From an optimization exercise on the open Yosys and OpenROAD flow, aimed at small area; shortcuts taken in it are not production practice.
The RTL was checked by simulation tests, not by an equivalence proof against the original design.
Power and IR drop assume default switching activity.

$ cat flow/flow/run.sh
#!/bin/bash
# The standard layout (standard.sh: ORFS from synthesis to finish) with
# three changes to how the layout is made:
#  - synthesis maps the logic for area (synth_area.tcl: no adder cells, an
#    area-only ABC script);
#  - every port still gets a buffer, but the smallest one (buf_1);
#  - clock tree synthesis uses clkbuf_4 in clusters of at most 8 sinks and
#    adds no dummy loads.
# make's full output goes to standard.log here; each ORFS step's log is under
# orfs/logs/.
set -euo pipefail
here=$(pwd)
export FLOW_SYNTH_TCL="$here/synth_recipe.tcl"
export AREA_ABC_SCRIPT="$here/flow/abc_area.script"
export BUFFER_PORTS_ARGS="-buffer_cell sky130_fd_sc_hd__buf_1"
export CTS_ARGS="-sink_clustering_enable -repair_clock_nets -dont_use_dummy_load -buf_list sky130_fd_sc_hd__clkbuf_4 -sink_clustering_size 8 -sink_clustering_max_diameter 50"
sed "s#SYNTH_SCRIPT=[^ ]*#SYNTH_SCRIPT=$here/flow/synth_area.tcl#" standard.sh > standard_area.sh
grep -q "SYNTH_SCRIPT=$here/flow/synth_area.tcl" standard_area.sh
bash standard_area.sh > standard.log 2>&1
$ cat flow/flow/abc_area.script
strash
&get -n
&st
&deepsyn -T 30
&put
dch -f
amap -m
strash
dch -f
amap -m
topo
$ cat flow/flow/synth_area.tcl
# The standard flow's synthesis script (synth_recipe.tcl) with two changes to how the
# logic is mapped: Yosys does not pull out half and full adders for the
# adder cells (extract_fa), and ABC maps all the logic with an area-only
# script (abc_area.script beside this file) in place of the ORFS script.
# Registers are mapped before either step, so they are the same as in the
# standard synthesis.
proc extract_fa {args} {
  puts "synth_area.tcl: extract_fa skipped"
}
proc abc {args} {
  set i [lsearch $args -script]
  set args [lreplace $args $i [expr {$i + 1}] -script $::env(AREA_ABC_SCRIPT)]
  yosys abc {*}$args
}
source $::env(FLOW_SYNTH_TCL)
$ cat flow/standard.sh
#!/bin/bash
# synth_recipe.tcl (not shown) runs the flow's synth.tcl, then flattens the netlist and writes it again
# the make line also repeats each setting of config.mk as NAME=value (left out here)
make -C /OpenROAD-flow-scripts/flow DESIGN_CONFIG=/design/flow/config.mk WORK_HOME=/design/flow/orfs CLKGATE_MAP_FILE= SYNTH_SCRIPT=/design/flow/synth_recipe.tcl "${@:-finish}"
$ cat flow/config.mk
export PLATFORM = sky130hd
export DESIGN_NAME = ahb_system
export DESIGN_NICKNAME = ahb_system
export VERILOG_FILES = /design/flow/design.v
export SDC_FILE = /design/flow/constraint.sdc
export NUM_CORES = 4
export LEC_CHECK = 0
export ABC_AREA = 1
export CAP_MARGIN = 20
export CORE_MARGIN = 2
export CORE_UTILIZATION = 70
export CTS_BUF_LIST = sky130_fd_sc_hd__clkbuf_4
export SLEW_MARGIN = 20
$ cat flow/constraint.sdc
create_clock -name core_clock -period 20.0 [get_ports {clk}]
set_input_delay 4.0000 -clock core_clock [delete_from_list [all_inputs] [get_ports {clk}]]
set_output_delay 4.0000 -clock core_clock [all_outputs]
set_load 0.01 [all_outputs]
$ cat flow/design.v
module ahb_system (
    input          clk,
    input          rstn,
    input  [31:0]  m_addr_in,
    input  [2:0]   m_burst_in,
    input  [2:0]   m_size_in,
    input          m_sel_in,
    input          m_valid_in,
    input          m_write_in,
    input          m_delay_in,
    input          m_error_in,
    input  [31:0]  m_wdata_in,
    output         m_busy_out,
    output         m_error_out,
    output [31:0]  m_rdata_out,
    output         m_ready_out,
    output [31:0]  s0_addr_out,
    output [2:0]   s0_burst_out,
    output [2:0]   s0_size_out,
    output         s0_sel_out,
    output         s0_write_out,
    output [31:0]  s0_wdata_out,
    output         s0_error_out,
    input          s0_error_in,
    input  [31:0]  s0_rdata_in,
    input          s0_ready_in,
    output [31:0]  s1_addr_out,
    output [2:0]   s1_burst_out,
    output [2:0]   s1_size_out,
    output         s1_sel_out,
    output         s1_write_out,
    output [31:0]  s1_wdata_out,
    output         s1_error_out,
    input          s1_error_in,
    input  [31:0]  s1_rdata_in,
    input          s1_ready_in
);
localparam  ST_RST     =  3'd0;
localparam  ST_IDLE    =  3'd1;
localparam  ST_BUSY    =  3'd2;
localparam  ST_NONSEQ  =  3'd3;
localparam  ST_SEQ     =  3'd4;
localparam  ST_ERROR   =  3'd5;
localparam  TR_IDLE    =  2'd0;
localparam  TR_BUSY    =  2'd1;
localparam  TR_NONSEQ  =  2'd2;
localparam  TR_SEQ     =  2'd3;
function [31:0] burst_addr(input [31:0] a, input [2:0] sz, input [2:0] burst);
    integer     i;
    reg         c;
    reg         t;
    reg         kill;
    reg  [3:0]  top;
    begin
        kill = !burst[0] && !(a[6:0] & ~(7'h7f << sz));
        top  = {1'b0, sz} + {2'b00, burst[2:1]};
        c    = 1'b0;
        for (i = 0; i < 32; i = i + 1) begin
            t             = c || (i < 8 && sz == i);
            burst_addr[i] = a[i] ^ t;
            c             = a[i] && t && !(kill && top == i);
        end
    end
endfunction
reg  [31:0]  haddr;
reg  [2:0]   hburst;
reg  [2:0]   hsize;
reg  [1:0]   htrans;
reg          hwrite;
reg  [2:0]   m_state;
reg  [2:0]   m_next;
reg  [4:0]   m_bc;
reg  [1:0]   m_tu;
reg  [2:0]   m_wc;
reg  [31:0]  m_taddr;
reg  [31:0]  m_wnext;
reg  [31:0]  m_wout;
reg          m_ready_r;
reg          m_error_r;
reg  [31:0]  m_rdata_r;
reg  [31:0]  x_rdata;
reg          x_ready;
reg          x_resp;
reg  [1:0]   d_cur;
reg  [1:0]   d_nxt;
reg  [31:0]  c_rdata;
reg          c_ready;
reg          c_resp;
reg  [31:0]  w_data;
wire  [1:0]  h_class  =  (haddr[31:16] != 16'h2030)  ? 2'd0 :
                         (haddr[15:10] == 6'd0)      ? 2'd2 :
                         (haddr[15:10] == 6'd1)      ? 2'd3 : 2'd1;
wire         d_upd    =  x_ready || !d_cur;
wire  [1:0]  d_cur_nx =  d_upd ? d_nxt : d_cur;
wire  [1:0]  sel_x    =  { (d_nxt == 2'd3) || (d_cur == 2'd3),
                           (d_nxt == 2'd2) || (d_cur == 2'd2) };
always @(posedge clk or negedge rstn) begin
    if (!rstn) begin
        d_cur  <=  0;
        d_nxt  <=  0;
    end else if (d_upd) begin
        d_cur  <=  d_nxt;
        d_nxt  <=  h_class;
    end
end
wire  [31:0]  s_rdata_nx0, s_rdata_nx1;
wire          s_ready_nx0, s_ready_nx1;
wire          s_resp_nx0,  s_resp_nx1;
wire          s_wgate0,    s_wgate1;
ahb_sys_slave slave0 (
    .clk          (clk),
    .rstn         (rstn),
    .haddr        (haddr),
    .hburst       (hburst),
    .hsize        (hsize),
    .htrans       (htrans),
    .hwrite       (hwrite),
    .hsel         (sel_x[0]),
    .addr_out     (s0_addr_out),
    .burst_out    (s0_burst_out),
    .size_out     (s0_size_out),
    .sel_out      (s0_sel_out),
    .write_out    (s0_write_out),
    .error_in     (s0_error_in),
    .rdata_in     (s0_rdata_in),
    .ready_in     (s0_ready_in),
    .rdata_nx     (s_rdata_nx0),
    .ready_nx     (s_ready_nx0),
    .resp_nx      (s_resp_nx0),
    .wgate        (s_wgate0)
);
ahb_sys_slave slave1 (
    .clk          (clk),
    .rstn         (rstn),
    .haddr        (haddr),
    .hburst       (hburst),
    .hsize        (hsize),
    .htrans       (htrans),
    .hwrite       (hwrite),
    .hsel         (sel_x[1]),
    .addr_out     (s1_addr_out),
    .burst_out    (s1_burst_out),
    .size_out     (s1_size_out),
    .sel_out      (s1_sel_out),
    .write_out    (s1_write_out),
    .error_in     (s1_error_in),
    .rdata_in     (s1_rdata_in),
    .ready_in     (s1_ready_in),
    .rdata_nx     (s_rdata_nx1),
    .ready_nx     (s_ready_nx1),
    .resp_nx      (s_resp_nx1),
    .wgate        (s_wgate1)
);
assign  s0_wdata_out  =  s_wgate0 ? w_data : 32'd0;
assign  s1_wdata_out  =  s_wgate1 ? w_data : 32'd0;
assign  s0_error_out  =  1'b0;
assign  s1_error_out  =  1'b0;
always @(posedge clk) begin
    w_data   <=  m_wout;
    c_rdata  <=  (d_cur_nx == 2'd3) ? s_rdata_nx1 : (d_cur_nx == 2'd2) ? s_rdata_nx0 : 32'd0;
    c_ready  <=  (d_cur_nx == 2'd3) ? s_ready_nx1 : (d_cur_nx == 2'd2) ? s_ready_nx0 : 1'b1;
    c_resp   <=  (d_cur_nx == 2'd3) ? s_resp_nx1  : (d_cur_nx == 2'd2) ? s_resp_nx0  : d_cur_nx[0];
end
always @(posedge clk or negedge rstn) begin
    if (!rstn) begin
        x_rdata  <=  0;
        x_ready  <=  1;
        x_resp   <=  0;
    end else begin
        x_rdata  <=  c_rdata;
        x_ready  <=  c_ready;
        x_resp   <=  c_resp;
    end
end
reg  [2:0]  m_len;
always @(*) begin
    case (m_burst_in)
        3'd2, 3'd3:  m_len  =  2;
        3'd4, 3'd5:  m_len  =  3;
        3'd6, 3'd7:  m_len  =  4;
        default:     m_len  =  0;
    endcase
end
wire  [6:0]   m_size_mask     =  ~(7'h7f << m_size_in);
wire  [3:0]   m_end_q         =  {1'b0, m_size_in} + {1'b0, m_len};
reg           m_cross;
integer       mi;
always @(*) begin
    m_cross  =  1'b1;
    for (mi = 0; mi < 10; mi = mi + 1)
        if (mi >= m_end_q && !m_addr_in[mi])
            m_cross  =  1'b0;
end
wire          m_addr_valid    =  !(m_addr_in[6:0] & m_size_mask) && !m_cross;
wire          m_size_valid    =  !m_size_in[2] && !(m_size_in[1] && m_size_in[0]);
wire          m_add_new       =  (m_ready_r || !m_tu[1]) && m_valid_in;
wire          m_trans_changed =  (m_taddr != m_addr_in) || (m_burst_in != hburst) || (m_size_in != hsize);
wire          m_len_fixed     =  hburst[2] || hburst[1];
wire          m_incr          =  (hburst == 3'd1);
wire          m_timeout       =  (m_wc == 3'd6);
wire          m_b2s           =  (m_state == ST_BUSY);
wire  [31:0]  m_binc          =  burst_addr(haddr, hsize, hburst);
wire          m_bzero         =  !hburst || !m_bc;
reg  [31:0]  haddr_d;
always @(*) begin
    haddr_d  =  haddr;
    case (m_next)
        ST_RST:     haddr_d  =  32'd0;
        ST_BUSY:    haddr_d  =  m_bzero ? 32'd0 : m_binc;
        ST_NONSEQ:  if (m_add_new) haddr_d  =  m_addr_in;
        ST_SEQ:     if (!m_b2s && (m_bc || m_incr) && !(m_tu[1] && !x_ready))
                        haddr_d  =  m_bzero ? 32'd0 : m_binc;
        default: ;
    endcase
end
always @(*) begin
    m_next  =  ST_RST;
    if (!rstn)
        m_next  =  ST_RST;
    else case (m_state)
        ST_RST: begin
            if (!m_sel_in)
                m_next  =  ST_RST;
            else if (!m_valid_in)
                m_next  =  ST_IDLE;
            else if (m_error_in || !m_addr_valid || !m_size_valid)
                m_next  =  ST_ERROR;
            else
                m_next  =  ST_NONSEQ;
        end
        ST_IDLE: begin
            if (m_tu[1] || (m_tu && (!m_sel_in || m_error_in || m_timeout)) || x_resp)
                m_next  =  ST_ERROR;
            else if (!m_sel_in)
                m_next  =  ST_RST;
            else if (!m_valid_in)
                m_next  =  ST_IDLE;
            else
                m_next  =  ST_NONSEQ;
        end
        ST_BUSY: begin
            if (!hburst || (m_len_fixed && (m_trans_changed || !m_sel_in || !m_valid_in || !m_bc))
                    || (m_tu && m_timeout) || m_error_in || x_resp)
                m_next  =  ST_ERROR;
            else if (!m_sel_in)
                m_next  =  ST_RST;
            else if (!m_valid_in)
                m_next  =  ST_IDLE;
            else if (m_delay_in)
                m_next  =  ST_BUSY;
            else if (m_len_fixed || !m_trans_changed)
                m_next  =  ST_SEQ;
            else
                m_next  =  ST_NONSEQ;
        end
        ST_NONSEQ: begin
            if (!m_sel_in || (!m_valid_in && m_len_fixed) || m_error_in
                    || (!hburst && m_delay_in) || (m_tu && m_timeout))
                m_next  =  ST_ERROR;
            else if (!m_valid_in)
                m_next  =  ST_IDLE;
            else if (m_delay_in)
                m_next  =  ST_BUSY;
            else if (hburst)
                m_next  =  ST_SEQ;
            else
                m_next  =  ST_NONSEQ;
        end
        ST_SEQ: begin
            if (!m_sel_in || !hburst || m_error_in || x_resp
                    || (m_bc && m_len_fixed && (m_trans_changed || !m_valid_in))
                    || (m_tu && m_timeout) || (!m_bc && m_len_fixed && m_delay_in))
                m_next  =  ST_ERROR;
            else if (!m_valid_in)
                m_next  =  ST_IDLE;
            else if (m_delay_in)
                m_next  =  ST_BUSY;
            else if (!m_bc)
                m_next  =  ST_NONSEQ;
            else
                m_next  =  ST_SEQ;
        end
        ST_ERROR: begin
            m_next  =  m_tu[1] ? ST_ERROR : ST_RST;
        end
        default: m_next  =  ST_RST;
    endcase
end
always @(posedge clk)
    m_state  <=  m_next;
always @(posedge clk or negedge rstn) begin
    if (!rstn) begin
        m_tu    <=  0;
    end else begin
        case (m_next)
            ST_RST:    m_tu  <=  0;
            ST_IDLE, ST_BUSY: begin
                if (m_tu && x_ready)
                    m_tu  <=  m_tu - 2'd1;
            end
            ST_NONSEQ: begin
                if (m_add_new)
                    m_tu  <=  x_ready ? m_tu : (m_tu + 2'd1);
                else
                    m_tu  <=  x_ready ? (m_tu - 2'd1) : m_tu;
            end
            ST_SEQ:    m_tu  <=  x_ready ? m_tu : (m_tu + 2'd1);
            ST_ERROR: begin
                if (m_tu && x_ready)
                    m_tu  <=  m_tu - 2'd1;
            end
            default: ;
        endcase
    end
end
always @(posedge clk) begin
    begin
        case (m_next)
            ST_RST: begin
                hburst  <=  0;
                hsize   <=  0;
                htrans  <=  0;
                hwrite  <=  0;
                m_bc    <=  0;
                m_wc    <=  0;
            end
            ST_IDLE: begin
                htrans  <=  TR_IDLE;
                if (m_tu && x_ready) begin
                    m_wc  <=  m_tu[1] ? m_wc : 3'd0;
                end else if (m_tu) begin
                    m_wc  <=  m_wc + 3'd1;
                end else begin
                    m_wc  <=  0;
                end
            end
            ST_BUSY: begin
                htrans  <=  TR_BUSY;
                m_bc    <=  m_incr ? 5'd0 : (m_bc - 5'd1);
                if (m_tu && x_ready) begin
                    m_wc  <=  m_tu[1] ? m_wc : 3'd0;
                end else if (m_tu) begin
                    m_wc  <=  m_wc + 3'd1;
                end else begin
                    m_wc  <=  0;
                end
            end
            ST_NONSEQ: begin
                if (m_add_new) begin
                    hburst  <=  m_burst_in;
                    hsize   <=  m_size_in;
                    htrans  <=  TR_NONSEQ;
                    hwrite  <=  m_write_in;
                    m_bc    <=  5'd1 << m_len;
                end
                if (m_tu[1])
                    m_wc  <=  !x_ready ? (m_wc + 3'd1) : m_wc;
                else
                    m_wc  <=  !x_ready ? m_wc : 3'd0;
            end
            ST_SEQ: begin
                htrans  <=  TR_SEQ;
                if (m_b2s) begin
                end else if (m_bc || m_incr) begin
                    m_bc   <=  (m_incr || (m_tu[1] && !x_ready)) ? m_bc : (m_bc - 5'd1);
                end
                if (x_ready)
                    m_wc  <=  m_tu[1] ? m_wc : 3'd0;
                else
                    m_wc  <=  m_tu ? (m_wc + 3'd1) : 3'd0;
            end
            default: ;
        endcase
    end
end
always @(posedge clk) begin
    haddr  <=  haddr_d;
    if (m_next == ST_NONSEQ)
        m_taddr  <=  haddr_d;
end
always @(posedge clk) begin
    case (m_next)
        ST_IDLE: begin
            if (x_ready && hwrite) begin
                m_wnext  <=  m_wdata_in;
                m_wout   <=  m_wnext;
            end
        end
        ST_BUSY, ST_NONSEQ, ST_SEQ: begin
            if (!m_tu[1] || x_ready) begin
                m_wnext  <=  m_wdata_in;
                m_wout   <=  m_wnext;
            end
        end
        ST_RST, ST_ERROR: begin
            m_wnext  <=  0;
            m_wout   <=  0;
        end
        default: ;
    endcase
end
always @(posedge clk or negedge rstn) begin
    if (!rstn) begin
        m_ready_r  <=  0;
        m_error_r  <=  0;
        m_rdata_r  <=  0;
    end else begin
        case (m_next)
            ST_RST: begin
                m_ready_r  <=  0;
                m_error_r  <=  0;
                m_rdata_r  <=  0;
            end
            ST_IDLE: begin
                m_ready_r  <=  m_tu ? x_ready : 1'b0;
                m_error_r  <=  m_tu ? x_resp : 1'b0;
                m_rdata_r  <=  (!m_tu || x_resp || !x_ready) ? 32'd0 : x_rdata;
            end
            ST_BUSY, ST_NONSEQ, ST_SEQ: begin
                m_ready_r  <=  x_ready;
                m_error_r  <=  x_resp;
                m_rdata_r  <=  (!x_resp && x_ready) ? x_rdata : 32'd0;
            end
            ST_ERROR: begin
                m_ready_r  <=  1;
                m_error_r  <=  1;
                m_rdata_r  <=  0;
            end
            default: ;
        endcase
    end
end
assign  m_busy_out   =  m_tu[1] && !x_ready;
assign  m_ready_out  =  m_ready_r;
assign  m_error_out  =  m_error_r;
assign  m_rdata_out  =  m_rdata_r;
endmodule
module ahb_sys_slave (
    input              clk,
    input              rstn,
    input      [31:0]  haddr,
    input      [2:0]   hburst,
    input      [2:0]   hsize,
    input      [1:0]   htrans,
    input              hwrite,
    input              hsel,
    output reg [31:0]  addr_out,
    output reg [2:0]   burst_out,
    output reg [2:0]   size_out,
    output reg         sel_out,
    output reg         write_out,
    input              error_in,
    input      [31:0]  rdata_in,
    input              ready_in,
    output     [31:0]  rdata_nx,
    output             ready_nx,
    output             resp_nx,
    output reg         wgate
);
localparam  ST_RST     =  3'd0;
localparam  ST_IDLE    =  3'd1;
localparam  ST_BUSY    =  3'd2;
localparam  ST_NONSEQ  =  3'd3;
localparam  ST_SEQ     =  3'd4;
localparam  ST_ERROR   =  3'd5;
reg  [2:0]  state;
reg  [2:0]  next;
reg  [3:0]  bc;
reg  [2:0]  len;
function [31:0] burst_addr(input [31:0] a, input [2:0] sz, input [2:0] burst);
    integer     i;
    reg         c;
    reg         t;
    reg         kill;
    reg  [3:0]  top;
    begin
        kill = !burst[0] && !(a[6:0] & ~(7'h7f << sz));
        top  = {1'b0, sz} + {2'b00, burst[2:1]};
        c    = 1'b0;
        for (i = 0; i < 32; i = i + 1) begin
            t             = c || (i < 8 && sz == i);
            burst_addr[i] = a[i] ^ t;
            c             = a[i] && t && !(kill && top == i);
        end
    end
endfunction
always @(*) begin
    case (burst_out)
        3'd2, 3'd3:  len  =  2;
        3'd4, 3'd5:  len  =  3;
        3'd6, 3'd7:  len  =  4;
        default:     len  =  0;
    endcase
end
wire          t_idle    =  (htrans == 2'd0);
wire          t_busy    =  (htrans == 2'd1);
wire          t_nonseq  =  (htrans == 2'd2);
wire          t_seq     =  (htrans == 2'd3);
wire          incr      =  (burst_out == 3'd1);
wire  [31:0]  binc      =  burst_addr(addr_out, size_out, burst_out);
wire          bzero     =  !burst_out || !bc;
wire          burst_chg =  (hburst != burst_out);
wire          trans_chg =  (bzero ? (haddr != 32'd0) : (binc != haddr)) || burst_chg || (hsize != size_out);
wire          active;
always @(*) begin
    next  =  ST_RST;
    if (!rstn)
        next  =  ST_RST;
    else case (state)
        ST_RST: begin
            if (!hsel)
                next  =  ST_RST;
            else if (hsize[2] || (hsize[1] && hsize[0]) || !t_nonseq)
                next  =  ST_ERROR;
            else
                next  =  ST_NONSEQ;
        end
        ST_IDLE: begin
            if (hsel && (t_busy || t_seq))
                next  =  ST_ERROR;
            else if (!hsel)
                next  =  ST_RST;
            else if (t_nonseq)
                next  =  ST_NONSEQ;
            else
                next  =  ST_IDLE;
        end
        ST_BUSY: begin
            if ((!incr && (!hsel || burst_chg || trans_chg || t_idle || t_nonseq || !bc))
                    || (t_busy && trans_chg))
                next  =  ST_ERROR;
            else if (!hsel)
                next  =  ST_RST;
            else if (t_busy)
                next  =  ST_BUSY;
            else if (t_idle)
                next  =  ST_IDLE;
            else if (t_nonseq)
                next  =  ST_NONSEQ;
            else
                next  =  ST_SEQ;
        end
        ST_NONSEQ: begin
            if (!hsel || (!burst_out && (t_busy || t_seq)) || (!incr && (t_idle || t_nonseq)))
                next  =  ST_ERROR;
            else if (t_busy)
                next  =  ST_BUSY;
            else if (t_idle)
                next  =  ST_IDLE;
            else if (t_nonseq)
                next  =  ST_NONSEQ;
            else
                next  =  ST_SEQ;
        end
        ST_SEQ: begin
            if (!hsel || !burst_out || ((t_idle || t_nonseq) && bc)
                    || (!bc && (t_seq || t_busy) && !incr))
                next  =  ST_ERROR;
            else if (t_busy)
                next  =  ST_BUSY;
            else if (t_idle)
                next  =  ST_IDLE;
            else if (t_nonseq)
                next  =  ST_NONSEQ;
            else
                next  =  ST_SEQ;
        end
        default: next  =  ST_RST;
    endcase
end
always @(posedge clk) begin
    state  <=  next;
    case (next)
        ST_RST:     bc  <=  0;
        ST_NONSEQ:  bc  <=  {1'b0, len};
        ST_SEQ:     if (ready_in && !incr) bc  <=  bc - 4'd1;
        default: ;
    endcase
end
always @(posedge clk or negedge rstn) begin
    if (!rstn) begin
        burst_out  <=  0;
        addr_out   <=  0;
        sel_out    <=  0;
        size_out   <=  0;
        write_out  <=  0;
        wgate      <=  0;
    end else begin
        case (next)
            ST_RST: begin
                burst_out  <=  0;
                addr_out   <=  0;
                sel_out    <=  0;
                size_out   <=  0;
                write_out  <=  0;
            end
            ST_IDLE: begin
                sel_out    <=  0;
            end
            ST_NONSEQ: begin
                burst_out  <=  hburst;
                addr_out   <=  haddr;
                sel_out    <=  1;
                size_out   <=  hsize;
                write_out  <=  hwrite;
            end
            ST_SEQ: begin
                if (ready_in)
                    addr_out  <=  bzero ? 32'd0 : binc;
            end
            default: ;
        endcase
        wgate  <=  active && write_out && !error_in;
    end
end
assign  active    =  (next == ST_IDLE) || (next == ST_BUSY) || (next == ST_NONSEQ) || (next == ST_SEQ);
assign  rdata_nx  =  (active && !write_out && !error_in) ? rdata_in : 32'd0;
assign  ready_nx  =  active ? ready_in : (next != ST_RST);
assign  resp_nx   =  active ? error_in : (next != ST_RST);
endmodule
==> flow_metrics.env, run 1 <==
export IMPL_cp_slowest_cell="clkinv_1"
export IMPL_status="finished clean"
export IMPL_syn_inst=1898
export IMPL_start_util_pct=71.4
export IMPL_slew_violations=0
export IMPL_wl_per_cell_um=22.5
export IMPL_layout_common_cells="buf_1, clkinv_1, nor2_1"
export IMPL_ys_ff_latch=384
export IMPL_via_count=17300
export IMPL_core_area_um2=24300
export IMPL_synth_edf_count=121
export IMPL_cts_setup_buffers=0
export IMPL_cts_root_buffer="clkbuf_4"
export IMPL_mostFrequentLayoutCell="buf_1"
export IMPL_rsz0062_at_grt="no"
export IMPL_cap_violations=0
export IMPL_dp_hpwl_um=41000
export IMPL_fin_skew_ns=0.0996
export IMPL_yosysWarnings=2
export IMPL_hold_slack_ns=0.321
export IMPL_layout_drive_gt1_share_pct=3.45
export IMPL_grt_ovfl_total=0
export IMPL_clk_pin_slew_ns=0.10
export IMPL_syn_avg_cell_area_um2=9.15
export IMPL_cts_buffers=54
export IMPL_dieWidth_um=162
export IMPL_utilization_pct=80.5
export IMPL_wl_um=59000
export IMPL_seq_area_um2=9680
export IMPL_ir_drop_v=0.0000809
export IMPL_drt_iter0_drc=2436
export IMPL_drc=0
export IMPL_path_max_fanout=23
export IMPL_max_stage_delay_ns=0.87
export IMPL_cts_sinks=384
export IMPL_ys_types=51
export IMPL_grt_pass1_wl_um=89700
export IMPL_required_ns=20.57
export IMPL_dp_cells=2557
export IMPL_fin_nets=2435
export IMPL_p_leak_nw=7.34
export IMPL_synth_seq_area_share_pct=55.7
export IMPL_place_port_buffers=323
export IMPL_dieArea_um2=26100
export IMPL_nFillCells=1460
export IMPL_finalHoldViolations=0
export IMPL_post_route_min_period_ns=14.87
export IMPL_grt_use_total_pct=44.6
export IMPL_worstMarginPinSlew_ns=1.05
export IMPL_io_pins=326
export IMPL_hold_buffers=0
export IMPL_multiInputGateArea_um2=6530
export IMPL_synthesis_area_um2=17400
export IMPL_drt_pass1_iterations=8
export IMPL_vias_per_cell=6.60
export IMPL_fp_dieH_um=162
export IMPL_grt_max_degree=73
export IMPL_cts_tree="built"
export IMPL_start_kind="flop"
export IMPL_timing_worst_setup_path_type="reg -> reg"
export IMPL_max_slew_margin_rel_pct=29.2
export IMPL_worst_path_most_repeated_cell="nor2_1"
export IMPL_gp_congestion=0.991
export IMPL_p_per_area_nw_per_um2=88.9
export IMPL_postRouteAntennaNets=0
export IMPL_arrival_ns=15.45
export IMPL_synthArstFlopShare_pct=40.6
export IMPL_postCtsResizedCells=0
export IMPL_setup_violations=0
export IMPL_rows=57
export IMPL_stdcell_count=2615
export IMPL_synth_area_leaders="dfrtp_1, edfxtp_1, dfxtp_1, clkinv_1, nor2_1"
export IMPL_yosys_area_top_type="dfrtp_1"
export IMPL_tns_ns=0
export IMPL_ctsLongestPathBuffers=3
export IMPL_antenna_found_initial=2
export IMPL_holdCritPathClass="reg -> reg"
export IMPL_period_share_pct=74.4
export IMPL_htreeDepth=2
export IMPL_yosysTopAreaCellShare_pct=22.3
export IMPL_clk_latency_ns=0.75
export IMPL_cp_end_kind="flop"
export IMPL_syn_to_final_growth_pct=12.7
export IMPL_first_global_vias=16500
export IMPL_max_freq_mhz=67.2
export IMPL_ys_flop_type="dfrtp_1"
==> worst max-delay path, delay by kind of cell, from the launching register on <==
kind / cells / cell delay [ns]
AOI/OAI and AO/OA: 29 / 5.43
buffers and inverters: 10 / 3.14
DFF: 1 / 0.53
and+or+nand+nor: 35 / 5.67
==> per-layer routing <==
metal	vias up	share of wire, %	track usage [%]
met5	-	0	0
met4	0	7.3	28.8
met3	334	12	10.9
met2	1475	47	72.1
met1	7964	34	53.8
li1	7481	-	-
==> kinds of logic after synthesis <==
family	Yosys count	synth area share, %
and+or+nand+nor	661	16.9
DFF	384	55.7
AOI/OAI and AO/OA	529	20.3
buffers and inverters	323	7.02
other	1	0.0216
==> cells in the mapped netlist, types with 2 or more instances <==
| cell | instances |
|---|---|
| a2111o_1 | 2 |
| a2111oi_0 | 6 |
| a211oi_1 | 7 |
| a21boi_0 | 2 |
| a21o_1 | 2 |
| a21oi_1 | 86 |
| a221o_1 | 2 |
| a221oi_1 | 6 |
| a222oi_1 | 19 |
| a22o_1 | 4 |
| a22oi_1 | 10 |
| a311oi_1 | 2 |
| a31oi_1 | 17 |
| and2_0 | 2 |
| and3_1 | 2 |
| buf_4 | 2 |
| clkinv_1 | 321 |
| dfrtp_1 | 155 |
| dfxtp_1 | 107 |
| edfxtp_1 | 121 |
| nand2_1 | 165 |
| nand2b_1 | 2 |
| nand3_1 | 22 |
| nand4_1 | 3 |
| nor2_1 | 293 |
| nor2b_1 | 107 |
| nor3_1 | 29 |
| nor4_1 | 7 |
| nor4b_1 | 2 |
| o2111ai_1 | 6 |
| o211ai_1 | 14 |
| o21a_1 | 20 |
| o21ai_0 | 108 |
| o21bai_1 | 3 |
| o221ai_1 | 77 |
| o22ai_1 | 115 |
| o311ai_0 | 2 |
| o31ai_1 | 6 |
| o32a_1 | 2 |
| o32ai_1 | 6 |
| or2_0 | 8 |
| or3_1 | 12 |
| or4_1 | 6 |
==> final timing paths <==
kind,cells after the start,start,slack (ns),to
worst max-delay path,74,slave1.size_out[0],5.13,slave1.addr_out[21]
worst min-delay path,0,c_ready,0.32,x_ready
worst max register to register,74,slave1.size_out[0],5.13,slave1.addr_out[21]
worst min register to register,0,c_ready,0.32,x_ready
max in group asynchronous,3,rstn,14.68,x_rdata[5]
min in group asynchronous,1,rstn,3.25,slave0.sel_out
==> layout make-up <==
cell class / count / area share, %
Antenna cell: 3 / 0.0384
Clock buffer: 54 / 2.07
Inverter: 321 / 6.16
Multi-Input combinational cell: 1192 / 33.4
Sequential cell: 384 / 49.5
Tap cell: 324 / 2.07
Timing Repair Buffer: 337 / 6.85
==> power breakdown <==
part	total [mW]	switching (mW)	internal [mW]
clock network	0.380	0.257	0.123
registers	1.01	0.0708	0.936
logic	0.353	0.256	0.0974
total	1.74	0.583	1.16
==> sequential cells by signal, indices dropped and copies added, names as in the netlist, 4 cells and up <==
signal,flops
slave0.bc,4
slave1.addr_out,32
m_wout,32
slave1.bc,4
c_rdata,32
m_bc,5
slave0.addr_out,32
m_rdata_r,32
w_data,32
haddr,32
m_wnext,32
m_taddr,32
x_rdata,32
==> through the flow <==
step	power (mW)	worst slack, ns	instance area, um^2
after floorplan	1.21	7.21	17400
after global placement	1.32	6.08	19100
after detailed placement	1.35	5.39	19100
after CTS	1.72	5.29	19500
after global routing	1.80	3.82	19600
final	1.74	5.13	19600
==> run 2, diff against run 1 <==
--- a/flow/design.v
+++ b/flow/design.v
@@ -75,4 +75,4 @@
 reg  [31:0]  m_taddr;
-reg  [31:0]  m_wnext;
-reg  [31:0]  m_wout;
+reg  [31:0]  m_wnext_n;     
+reg  [31:0]  m_wout_n;
 reg          m_ready_r;
@@ -80,3 +80,3 @@
 reg  [31:0]  m_rdata_r;
-reg  [31:0]  x_rdata;
+reg  [31:0]  x_rdata_n;     
 reg          x_ready;
@@ -85,6 +85,6 @@
 reg  [1:0]   d_nxt;
-reg  [31:0]  c_rdata;
+reg  [31:0]  c_rdata_n;
 reg          c_ready;
 reg          c_resp;
-reg  [31:0]  w_data;
+reg  [31:0]  w_data_n;
 wire  [1:0]  h_class  =  (haddr[31:16] != 16'h2030)  ? 2'd0 :
@@ -153,4 +153,4 @@
 );
-assign  s0_wdata_out  =  s_wgate0 ? w_data : 32'd0;
-assign  s1_wdata_out  =  s_wgate1 ? w_data : 32'd0;
+assign  s0_wdata_out  =  s_wgate0 ? ~w_data_n : 32'd0;
+assign  s1_wdata_out  =  s_wgate1 ? ~w_data_n : 32'd0;
 assign  s0_error_out  =  1'b0;
@@ -158,4 +158,4 @@
 always @(posedge clk) begin
-    w_data   <=  m_wout;
-    c_rdata  <=  (d_cur_nx == 2'd3) ? s_rdata_nx1 : (d_cur_nx == 2'd2) ? s_rdata_nx0 : 32'd0;
+    w_data_n <=  m_wout_n;
+    c_rdata_n <= ~((d_cur_nx == 2'd3) ? s_rdata_nx1 : (d_cur_nx == 2'd2) ? s_rdata_nx0 : 32'd0);
     c_ready  <=  (d_cur_nx == 2'd3) ? s_ready_nx1 : (d_cur_nx == 2'd2) ? s_ready_nx0 : 1'b1;
@@ -165,3 +165,3 @@
     if (!rstn) begin
-        x_rdata  <=  0;
+        x_rdata_n  <=  32'hffffffff;
         x_ready  <=  1;
@@ -169,3 +169,3 @@
     end else begin
-        x_rdata  <=  c_rdata;
+        x_rdata_n  <=  c_rdata_n;
         x_ready  <=  c_ready;
@@ -384,4 +384,4 @@
             if (x_ready && hwrite) begin
-                m_wnext  <=  m_wdata_in;
-                m_wout   <=  m_wnext;
+                m_wnext_n  <=  ~m_wdata_in;
+                m_wout_n   <=  m_wnext_n;
             end
@@ -390,4 +390,4 @@
             if (!m_tu[1] || x_ready) begin
-                m_wnext  <=  m_wdata_in;
-                m_wout   <=  m_wnext;
+                m_wnext_n  <=  ~m_wdata_in;
+                m_wout_n   <=  m_wnext_n;
             end
@@ -395,4 +395,4 @@
         ST_RST, ST_ERROR: begin
-            m_wnext  <=  0;
-            m_wout   <=  0;
+            m_wnext_n  <=  32'hffffffff;
+            m_wout_n   <=  32'hffffffff;
         end
@@ -416,3 +416,3 @@
                 m_error_r  <=  m_tu ? x_resp : 1'b0;
-                m_rdata_r  <=  (!m_tu || x_resp || !x_ready) ? 32'd0 : x_rdata;
+                m_rdata_r  <=  (!m_tu || x_resp || !x_ready) ? 32'd0 : ~x_rdata_n;
             end
@@ -421,3 +421,3 @@
                 m_error_r  <=  x_resp;
-                m_rdata_r  <=  (!x_resp && x_ready) ? x_rdata : 32'd0;
+                m_rdata_r  <=  (!x_resp && x_ready) ? ~x_rdata_n : 32'd0;
             end
==> flow_metrics.env, run 2 <==
export IMPL_grt_max_degree=65
export IMPL_hold_slack_ns=0.292
export IMPL_top_usage_layer="met2"
export IMPL_crit_start="slave1.size_out[0]"
export IMPL_dp_hpwl_um=40000
export IMPL_max_stage_delay_ns=0.84
export IMPL_fp_dieH_um=160
export IMPL_met1_usage_pct=51.7
export IMPL_fin_nets=2338
export IMPL_max_freq_mhz=77.9
export IMPL_seq_area_um2=9720
export IMPL_drt_iter0_drc=2459
export IMPL_grt_util_met3_pct=9.53
export IMPL_dieArea_um2=25400
export IMPL_synth_simple_area_share_pct=17.1
export IMPL_synth_xor_area_share_pct=0
export IMPL_hold_buffers=0
export IMPL_start_util_pct=71.7
export IMPL_wl_um=53900
export IMPL_utilization_pct=81.2
export IMPL_clk_pin_slew_ns=0.10
export IMPL_dp_cells=2454
export IMPL_syn_inst=1796
export IMPL_synth_top_family_by_area="compound AO/OA/AOI/OAI gates"
export IMPL_required_ns=20.60
export IMPL_nFillCells=1523
export IMPL_holdCritPathClass="reg -> reg"
export IMPL_layout_common_cells="nor2_1, buf_1, clkinv_1"
export IMPL_antenna_found_initial=2
export IMPL_first_global_vias=16100
export IMPL_muxShareOfSynthArea_pct=0
export IMPL_ctsLongestPathBuffers=3
export IMPL_max_slew_margin_rel_pct=27.7
export IMPL_synthArstFlopShare_pct=40.6
export IMPL_period_share_pct=64.2
export IMPL_yosysTopAreaCellShare_pct=21.5
export IMPL_rows=56
export IMPL_layout_drive_gt1_share_pct=5.43
export IMPL_wl_per_cell_um=21.4
export IMPL_stdcell_count=2511
export IMPL_arrival_ns=13.43
export IMPL_drc=0
export IMPL_setup_violations=0
export IMPL_post_route_min_period_ns=12.83
export IMPL_postCtsResizedCells=0
export IMPL_rr_startpoint="slave1.size_out[0]"
export IMPL_p_leak_nw=6.73
export IMPL_status="finished clean"
export IMPL_ys_types=52
export IMPL_synth_compound_area_share_pct=20.4
export IMPL_yosysWarnings=2
export IMPL_worst_path_stages=70
export IMPL_synthTopCellsByCount="nor2_1, clkinv_1, nand2_1"
export IMPL_io_pins=326
export IMPL_path_buf_inv=8
export IMPL_fin_skew_ns=0.0660
export IMPL_htreeDepth=2
export IMPL_grt_ovfl_total=0
export IMPL_syn_avg_cell_area_um2=9.43
export IMPL_critical_path_endpoint="slave1.addr_out[6]"
export IMPL_timing_worst_setup_path_type="reg -> reg"
export IMPL_grt_pass1_wl_um=84000
export IMPL_synth_area_leaders="edfxtp_1, dfrtp_1, dfxtp_1, nor2_1, dfstp_2"
export IMPL_ir_drop_v=0.0000706
export IMPL_use_met2_pct=68.3
export IMPL_cp_end_kind="flop"
export IMPL_yosys_area_top_type="edfxtp_1"
export IMPL_path_max_fanout=18
export IMPL_rsz0062_at_grt="no"
export IMPL_core_area_um2=23600
export IMPL_synthesis_area_um2=16900
export IMPL_synth_edf_count=121
export IMPL_p_per_area_nw_per_um2=95.0
export IMPL_regToRegEndpoint="slave1.addr_out[6]"
export IMPL_cp_slowest_cell="o21ai_0"
export IMPL_syn_to_final_growth_pct=13.2
export IMPL_rr_worst_depth=70
export IMPL_synth_most_common_cell="nor2_1"
export IMPL_cts_tree="built"
export IMPL_cts_setup_buffers=0
export IMPL_cts_sinks=384
export IMPL_cts_root_buffer="clkbuf_4"
export IMPL_critPathTopFamily="simple AND/OR/NAND/NOR gates"
export IMPL_synthAdderAreaFrac_pct=0
export IMPL_slew_violations=0
export IMPL_cap_violations=0
export IMPL_worstMarginPinSlew_ns=1.08
export IMPL_finalHoldViolations=0
export IMPL_postRouteAntennaNets=0
export IMPL_tns_ns=0
export IMPL_finalPower_mw=1.82
export IMPL_place_port_buffers=323
export IMPL_ys_ff_latch=384
export IMPL_drt_pass1_iterations=7
export IMPL_synth_seq_area_share_pct=57.4
export IMPL_via_count=16500
export IMPL_dieWidth_um=160
export IMPL_mostFrequentLayoutCell="nor2_1"
export IMPL_ys_flop_type="dfrtp_1"
export IMPL_cts_buffers=55
export IMPL_multiInputGateArea_um2=6420
export IMPL_clk_latency_ns=0.72
export IMPL_grt_use_total_pct=41.8
export IMPL_vias_per_cell=6.55
export IMPL_gp_congestion=1.01
export IMPL_worst_path_most_repeated_cell="nand2_1"
export IMPL_r2r_slack_ns=7.17
export IMPL_start_kind="flop"
==> run 2: worst reg2reg max path: cells and delay by family (launching register included) <==
family                 cells  cell delay (ns)
AO/OA/AOI/OAI             18             4.44
AND/OR/NAND/NOR           44             6.32
flip-flops                 1             0.53
buffers and inverters      8             1.47
==> run 2: power breakdown <==
| group | switching [mW] | internal (mW) |
|---|---|---|
| Combinational | 0.299 | 0.125 |
| Sequential | 0.0828 | 0.937 |
| Clock | 0.251 | 0.126 |
==> run 2: per-layer routing <==
layer / vias up / routed length, um
li1: 7253 / -
met3: 279 / 6860
met4: 2 / 3040
met1: 7572 / 18300
met5: - / 13
met2: 1347 / 25600
==> run 2: logic make-up after synthesis <==
family | Yosys count
and+or+nand+nor | 673
other | 1
AOI/OAI and AO/OA | 514
buffers and inverters | 224
DFF | 384
==> run 2: worst min-delay path by stage <==
stage	startpoint	end	slack, ns	cells after the start
finish	c_rdata_n[16]	x_rdata_n[16]	0.29	0
global route	c_rdata_n[7]	x_rdata_n[7]	0.27	0
CTS	c_rdata_n[7]	x_rdata_n[7]	0.26	0
detailed placement	c_rdata_n[11]	x_rdata_n[11]	0.29	0
global placement	c_rdata_n[10]	x_rdata_n[10]	0.28	0
floorplan	c_rdata_n[0]	x_rdata_n[0]	0.28	0
==> run 2: cell type report <==
| class | count | area share (%) |
|---|---|---|
| sequential | 384 | 50.7 |
| multi-input combinational | 1189 | 33.5 |
| tap | 319 | 2.08 |
| clock buffer | 55 | 2.15 |
| antenna | 1 | 0.0131 |
| inverter | 222 | 4.35 |
| timing repair buffer | 341 | 7.16 |
==> run 2: metrics by stage <==
step	instance area (um^2)	worst slack [ns]
after floorplan	16900	7.31
after global placement	18700	7.80
after detailed placement	18700	7.32
after CTS	19100	7.66
after global routing	19200	5.88
final	19200	7.17

static timing again, ports no longer ideal:
The flow's constraints put no driver on any port. The routed layouts listed below were extracted and timed again, unchanged, in two steps.
Step 1 sets driving cells, clkbuf_16 on the clock port and buf_2 on the other inputs (assumed; they add their load-dependent delay and slew).
Step 2, shift: input delay + t, output delay - t, t = (earliest + latest rising clock arrival at the registers) / 2. This alone moves slack from input paths to output paths.
a / b / c = no drivers / after step 1 / after step 2; a / b = the first two.
| run | t, ns | setup slack, ns | clock arrival spread, ns | worst slew at a driven data input, ns |
|---|---|---|---|---|
| run 1 | 0.750 | 5.128 / 5.128 / 5.128 | 0.102 / 0.102 | 0.14 |
| run 2 | 0.734 | 7.168 / 7.168 / 7.020 | 0.066 / 0.067 | 0.06 |
After both steps every run listed still meets setup and hold. The setup slack of run 2, which loses most, moves by 0.000 ns with the drivers and by -0.148 ns with both steps.
